Context: an optimization exercise on an open-source flow, tuned for small area. The choices shown serve that exercise and are no tape-out recipe. The RTL was checked by simulation tests, not by an equivalence proof against the original design. Power and IR drop assume default switching activity. The flow treats the clock pin as an ideal source, which a real chip does not have.

## esdi_interface
module esdi_interface (
    input         clk,
    input         resetn,
    input         s_awvalid,
    output        s_awready,
    input  [6:0]  s_awaddr,
    input         s_wvalid,
    output        s_wready,
    input  [31:0] s_wdata,
    output        s_bvalid,
    input         s_bready,
    output [1:0]  s_bresp,
    input         s_arvalid,
    output        s_arready,
    input  [6:0]  s_araddr,
    output        s_rvalid,
    input         s_rready,
    output [31:0] s_rdata,
    output [1:0]  s_rresp,
    output        parallel_tvalid,
    input         parallel_tready,
    output [7:0]  parallel_tdata,
    output        parallel_tlast,
    output        esdi_transfer_req,
    output        esdi_command_data,
    input         esdi_transfer_ack,
    input         esdi_confstat_data,
    input         esdi_index,
    input         esdi_sector,
    output        esdi_read_gate,
    input         esdi_read_clock,
    input         esdi_read_data,
    input         esdi_attention,
    input         esdi_ready,
    input         esdi_command_complete,
    input         esdi_drive_selected,
    output [3:0]  esdi_head_select,
    output [2:0]  esdi_drive_select,
    output        esdi_address_mark_enable
);
    reg        aw_full;
    reg        w_full;
    reg        w_sent;       
    reg        b_pend;       
    reg  [4:0] wa;           
    reg [31:0] wd;
    reg        ar_full;
    reg        r_pend;       
    reg  [4:0] ra;           
    reg [31:0] rd;
  ...
Size in the first run: ~5000 cells after synthesis, ~1600 flip-flops, roughly 130 I/O pins, ~0.059 mm^2 of cells after synthesis.
Settings: LEC_CHECK=0, CAP_MARGIN=20, CORE_MARGIN=2, CORE_UTILIZATION=45, PLACE_DENSITY=0.6, SLEW_MARGIN=20, SYNTH_HIERARCHICAL=1, SYNTH_MINIMUM_KEEP_SIZE=0; clock period 8.0 ns.
standard.sh (not shown) runs the stock make flow with config.mk's settings and CLKGATE_MAP_FILE= SYNTH_SCRIPT=/design/flow/synth_recipe.tcl, a recipe that flattens the netlist after the stock synthesis.
==> flow/flow/run.sh <==
#!/bin/bash
# Layout flow: the standard layout (standard.sh, ORFS) with two changes:
#  - the port buffers are the smallest buffer cell (buf_1) instead of the
#    one ORFS picks; every input and output port still gets its own buffer;
#  - clock tree synthesis clusters up to 28 flip-flops within 120 um per
#    leaf buffer and inserts no dummy loads.
# Each ORFS step writes its own log under orfs/logs/; make's output goes to
# flow_make.log and the DEF export's to flow_def.log.
set -euo pipefail
cd "$(dirname "$0")/.."
export BUFFER_PORTS_ARGS="-buffer_cell sky130_fd_sc_hd__buf_1"
export CTS_ARGS="-sink_clustering_enable -repair_clock_nets -dont_use_dummy_load -sink_clustering_size 28 -sink_clustering_max_diameter 120"
bash standard.sh > flow_make.log 2>&1
test -s out/final.def
The starting point ran to the end with no violations.
Change:
==> flow/flow/run.sh (replaced) <==
#!/bin/bash
# Layout flow: the standard layout (standard.sh, ORFS) with two changes:
#  - the port buffers are the smallest buffer cell (buf_1) instead of the
#    one ORFS picks; every input and output port still gets its own buffer;
#  - clock tree synthesis clusters up to 30 flip-flops within 90 um per
#    leaf buffer and inserts no dummy loads.
# Each ORFS step writes its own log under orfs/logs/; the output of make and
# of the final DEF export goes to flow_make.log.
set -euo pipefail
cd "$(dirname "$0")/.."
export BUFFER_PORTS_ARGS="-buffer_cell sky130_fd_sc_hd__buf_1"
export CTS_ARGS="-sink_clustering_enable -repair_clock_nets -dont_use_dummy_load -sink_clustering_size 30 -sink_clustering_max_diameter 90"
bash standard.sh > flow_make.log 2>&1
test -s out/final.def
CORE_UTILIZATION = 60   (was 45)
PLACE_DENSITY = 0.75   (was 0.6)
After rerunning: The changed run finished with timing, DRC and antenna clean. Final area is lower by 1.5%. Setup slack is worse by 0.046 ns. Routed wire length is lower by 5.9%. Core utilization is higher by 15 points. Sequential share of layout area is higher by 0.79 points. Die area is lower by 25%. Clock skew is higher by 0.022 ns. Global-route usage is higher by 6.0 points. Power is lower by 2.0%. Combinational power hardly moves.


## harbor
esdi_interface, a different RTL version from the one above (not shown whole).
Size: roughly 4100 cells after synthesis, roughly 1600 flip-flops, about 130 I/O pins, ~0.062 mm² of cells after synthesis.
Design esdi_interface, start of the top module:
module esdi_interface (
    input         clk,
    input         resetn,
    input         s_awvalid,
    output        s_awready,
    input  [6:0]  s_awaddr,
    input         s_wvalid,
    output        s_wready,
    input  [31:0] s_wdata,
    output        s_bvalid,
    input         s_bready,
    output [1:0]  s_bresp,
    input         s_arvalid,
    output        s_arready,
    input  [6:0]  s_araddr,
    output        s_rvalid,
    input         s_rready,
    output [31:0] s_rdata,
    output [1:0]  s_rresp,
    output        parallel_tvalid,
    input         parallel_tready,
    output [7:0]  parallel_tdata,
    output        parallel_tlast,
    output        esdi_transfer_req,
    output        esdi_command_data,
    input         esdi_transfer_ack,
    input         esdi_confstat_data,
    input         esdi_index,
    input         esdi_sector,
    output        esdi_read_gate,
    input         esdi_read_clock,
    input         esdi_read_data,
    input         esdi_attention,
    input         esdi_ready,
    input         esdi_command_complete,
    input         esdi_drive_selected,
    output [3:0]  esdi_head_select,
    output [2:0]  esdi_drive_select,
    output        esdi_address_mark_enable
);
clock: 8.0 ns
lec_check: 0
cap_margin: 20
core_margin: 2
core_utilization: 45
place_density: 0.6
slew_margin: 20
run.sh (not shown) runs the stock make flow with config.mk's settings and CLKGATE_MAP_FILE= SYNTH_SCRIPT=/design/flow/synth_recipe.tcl, a recipe that flattens the netlist after the stock synthesis.
Stock flow here: none of the scripts above is used.
The final layout from harbor, which completed every stage, passed the timing, design-rule and antenna checks at the end of the flow.
--- input diff harbor..cedar ---
- CTS_CLUSTER_DIAMETER now 100, previously not set
- CTS_CLUSTER_SIZE now 25, previously not set
## What came out
Status: maximum fanout count along the critical path parity (harbor, cedar). Against harbor, worst hold slack in cedar came out better. In the metrics for harbor and cedar, the one carrying the higher switching part of the total power is cedar. Comparing harbor and cedar, the higher sequential share of layout area was measured on cedar. Violation count after the first detailed-route iteration in cedar vs harbor: up 6.9%.


Another version of the RTL of esdi_interface (not shown whole).
For scale: roughly 3600 cells after synthesis, ~1600 flip-flops, roughly 130 I/O pins, ~0.061 sq mm of cells after synthesis.
==> flow/config.mk <==
export PLATFORM = sky130hd
export DESIGN_NAME = esdi_interface
export DESIGN_NICKNAME = esdi_interface
export VERILOG_FILES = /design/flow/design.v
export SDC_FILE = /design/flow/constraint.sdc
export NUM_CORES = 4
export LEC_CHECK = 0
export CAP_MARGIN = 20
export CORE_MARGIN = 2
export CORE_UTILIZATION = 45
export PLACE_DENSITY = 0.6
export SLEW_MARGIN = 20
export SYNTH_HIERARCHICAL = 1
export SYNTH_MINIMUM_KEEP_SIZE = 0
==> flow/constraint.sdc <==
create_clock -name core_clock -period 8.0 [get_ports {clk}]
set_input_delay 1.6000 -clock core_clock [delete_from_list [all_inputs] [get_ports {clk}]]
set_output_delay 1.6000 -clock core_clock [all_outputs]
set_load 0.01 [all_outputs]
standard.sh (not shown) runs the stock make flow with config.mk's settings and CLKGATE_MAP_FILE= SYNTH_SCRIPT=/design/flow/synth_recipe.tcl, a recipe that flattens the netlist after the stock synthesis.
==> flow/flow/run.sh <==
#!/bin/bash
# Layout flow: the standard layout (standard.sh, ORFS) with two changes:
#  - the port buffers are the smallest buffer cell (buf_1) instead of the
#    one ORFS picks; every input and output port still gets its own buffer;
#  - clock tree synthesis clusters up to 25 flip-flops within 100 um per
#    leaf buffer and inserts no dummy loads.
# Each ORFS step writes its own log under orfs/logs/; make's output goes to
# flow_make.log and the DEF export's to flow_def.log.
set -euo pipefail
cd "$(dirname "$0")/.."
export BUFFER_PORTS_ARGS="-buffer_cell sky130_fd_sc_hd__buf_1"
export CTS_ARGS="-sink_clustering_enable -repair_clock_nets -dont_use_dummy_load -sink_clustering_size 25 -sink_clustering_max_diameter 100"
bash standard.sh > flow_make.log 2>&1
test -s out/final.def
The baseline finished with timing, DRC and antenna clean.
Next try:
--- a/flow/flow/run.sh
+++ b/flow/flow/run.sh
@@ -5 +5 @@
-#  - clock tree synthesis clusters up to 25 flip-flops within 100 um per
+#  - clock tree synthesis clusters up to 28 flip-flops within 120 um per
@@ -12 +12 @@
-export CTS_ARGS="-sink_clustering_enable -repair_clock_nets -dont_use_dummy_load -sink_clustering_size 25 -sink_clustering_max_diameter 100"
+export CTS_ARGS="-sink_clustering_enable -repair_clock_nets -dont_use_dummy_load -sink_clustering_size 28 -sink_clustering_max_diameter 120"
=> Global-route usage hardly moves; power drops by 1.5%; flip-flop and latch count is unchanged; design area is lower by 0.31%; worst hold slack gets worse by 9.4 ps; clock skew decreases by 24 ps.

[separate check: timing with driven ports]
The flow's constraints put no driver on any port. The routed layouts listed below were extracted and timed again, unchanged, in two steps. Step 1: set_driving_cell puts a clkbuf_16 on clk and a buf_2 on each other input, an assumption about the parent block. Step 2 times the ports against the registers' clock, not the clock port: input delays grow and output delays shrink by t, the midpoint of the rising clock arrivals with the driver on. Three values: ideal ports, drivers, drivers and shift; two values: the first two.
| run | shift t [ns] | setup slack, ns | hold slack, ns |
|---|---|---|---|
| the first run of note 1 | 0.732 | 1.585 / 1.585 / 1.585 | 0.340 / 0.340 / 0.340 |
| the second run of note 1 | 0.781 | 1.538 / 1.538 / 1.538 | 0.329 / 0.329 / 0.329 |
| harbor | 0.861 | 3.710 / 3.710 / 3.710 | 0.326 / 0.326 / 0.326 |
| cedar | 0.781 | 3.704 / 3.704 / 3.704 | 0.334 / 0.334 / 0.334 |
| the first run of note 3 | 0.755 | 1.372 / 1.372 / 1.372 | 0.336 / 0.336 / 0.336 |
| the second run of note 3 | 0.764 | 1.392 / 1.392 / 1.392 | 0.326 / 0.326 / 0.326 |
After both steps setup and hold are still met in every run listed.
